What follows belongs to an exercise in optimizing a design on an open flow for small area, a short achievable clock period and few clock cycles; a production flow would make more cautious choices.
The RTL was checked by simulation tests, not by an equivalence proof against the original design.
Power figures rest on the tool's default switching activity, not on a simulated workload.

==> flow/design.v (excerpt) <==
module chris_slave (
		input  wire [3:0]  avs_s0_address,
		input  wire        avs_s0_read,
		output wire [31:0] avs_s0_readdata,
		input  wire        avs_s0_write,
		input  wire [31:0] avs_s0_writedata,
		output wire        avs_s0_waitrequest,
		input  wire        clock_clk,
		input  wire        reset_reset,
		output wire        LEDR
	);
For scale: ~2,700 cells after synthesis, roughly 24,000 sq um of cells after synthesis.
==> flow/config.mk <==
export PLATFORM = sky130hd
export DESIGN_NAME = chris_slave
export DESIGN_NICKNAME = chris_slave
export VERILOG_FILES = /design/flow/design.v
export SDC_FILE = /design/flow/constraint.sdc
export NUM_CORES = 4
export LEC_CHECK = 0
export ABC_AREA = 1
export CAP_MARGIN = 20
export CORE_MARGIN = 2
export CORE_UTILIZATION = 55
export CTS_BUF_LIST = sky130_fd_sc_hd__clkbuf_8 sky130_fd_sc_hd__clkbuf_16
export CTS_CLUSTER_DIAMETER = 80
export CTS_CLUSTER_SIZE = 24
export SETUP_SLACK_MARGIN = 3.7
export SLEW_MARGIN = 20
==> flow/constraint.sdc <==
create_clock -name core_clock -period 6.0 [get_ports {clock_clk}]
set_input_delay 1.2000 -clock core_clock [delete_from_list [all_inputs] [get_ports {clock_clk}]]
set_output_delay 1.2000 -clock core_clock [all_outputs]
set_load 0.01 [all_outputs]
run.sh (not shown) runs the stock make flow with config.mk's settings and CLKGATE_MAP_FILE= SYNTH_SCRIPT=/design/flow/synth_recipe.tcl, a recipe that flattens the netlist after the stock synthesis.
Testbench counts at the start, summed over its fixed seeds: cycles 63,899.
Next try:
==> flow/config.mk (replaced) <==
export PLATFORM = sky130hd
export DESIGN_NAME = chris_slave
export DESIGN_NICKNAME = chris_slave
export VERILOG_FILES = /design/flow/design.v
export SDC_FILE = /design/flow/constraint.sdc
export NUM_CORES = 4
export LEC_CHECK = 0
export CAP_MARGIN = 20
export CORE_MARGIN = 2
export CORE_UTILIZATION = 40
export SETUP_SLACK_MARGIN = 3.4
export SLEW_MARGIN = 20
After rerunning: Sequential share of layout area rises by 2.4 points. Power goes up by 6.8%. Utilization drops by 18 points. Cell count shrinks by 21%.
Next try:
--- a/flow/config.mk
+++ b/flow/config.mk
@@ -7,0 +8 @@
+export ABC_AREA = 1
@@ -10,2 +11,5 @@
-export CORE_UTILIZATION = 40
-export SETUP_SLACK_MARGIN = 3.4
+export CORE_UTILIZATION = 55
+export CTS_BUF_LIST = sky130_fd_sc_hd__clkbuf_8 sky130_fd_sc_hd__clkbuf_16
+export CTS_CLUSTER_DIAMETER = 80
+export CTS_CLUSTER_SIZE = 24
+export SETUP_SLACK_MARGIN = 3.8
The new run ran to the end with no violations; maximum frequency increases by roughly a tenth; clock skew increases by 0.013 ns; count of clock-buffer cells in the layout decreases by 28; combinational power increases by a quarter to a third; cell count increases by a quarter to a third; setup slack improved by 0.24 ns; wire length increases by a quarter to a third; global-route usage increases by 13 points.
Next try:
--- a/flow/config.mk
+++ b/flow/config.mk
@@ -8 +7,0 @@
-export ABC_AREA = 1
@@ -11 +10 @@
-export CORE_UTILIZATION = 55
+export CORE_UTILIZATION = 60
@@ -15 +14 @@
-export SETUP_SLACK_MARGIN = 3.8
+export SETUP_SLACK_MARGIN = 3.2
What happened: The new run ran to the end with no violations; routed wire length went down by about 25%; count of clock-buffer cells in the layout went down by 2; sequential share of layout area went up by 8.5 points; total power went down by about 10%; synthesized cell count went down by about 33%; global-route usage went down by 0.93 points.
Next try:
--- a/flow/config.mk
+++ b/flow/config.mk
@@ -7,0 +8 @@
+export ABC_AREA = 1
@@ -13,2 +14,2 @@
-export CTS_CLUSTER_SIZE = 24
-export SETUP_SLACK_MARGIN = 3.2
+export CTS_CLUSTER_SIZE = 28
+export SETUP_SLACK_MARGIN = 3.6
Result: The changed run passed the timing, design-rule and antenna checks. Clock skew is higher by 0.012 ns. Die area is higher by 7.6%. Cell count is higher by 38%. Maximum frequency is higher by 12%. Non-clock buffer count is higher by 27. Register-to-register slack gains 0.38 ns. Sequential power hardly moves.

## separate check: timing with driven ports
No port has a modelled driver above. Below, the same layouts with a new extraction and two added sets of constraints.
Step 1: set_driving_cell puts a clkbuf_16 on clock_clk and a buf_2 on each other input, an assumption about the parent block.
Step 2 also shifts input and output timing later by t, the mid clock arrival at the registers, as if the neighbouring blocks saw the same clock.
Slacks: ideal / step 1 / step 2; pairs: ideal / step 1.
run	t, ns	setup WS [ns]	worst setup path at the end
the first run	0.679	3.589 / 3.567 / 2.934	input to register
the second run	0.656	3.259 / 3.202 / 2.546	input to register
the third run	0.677	3.494 / 3.509 / 2.832	input to register
the fourth run	0.655	3.151 / 3.154 / 2.500	input to register
the fifth run	0.673	3.467 / 3.499 / 2.825	input to register
After both steps setup and hold are still met in every run listed. The setup slack of the second run, which loses most, moves by -0.057 ns with the drivers and by -0.713 ns with both steps.
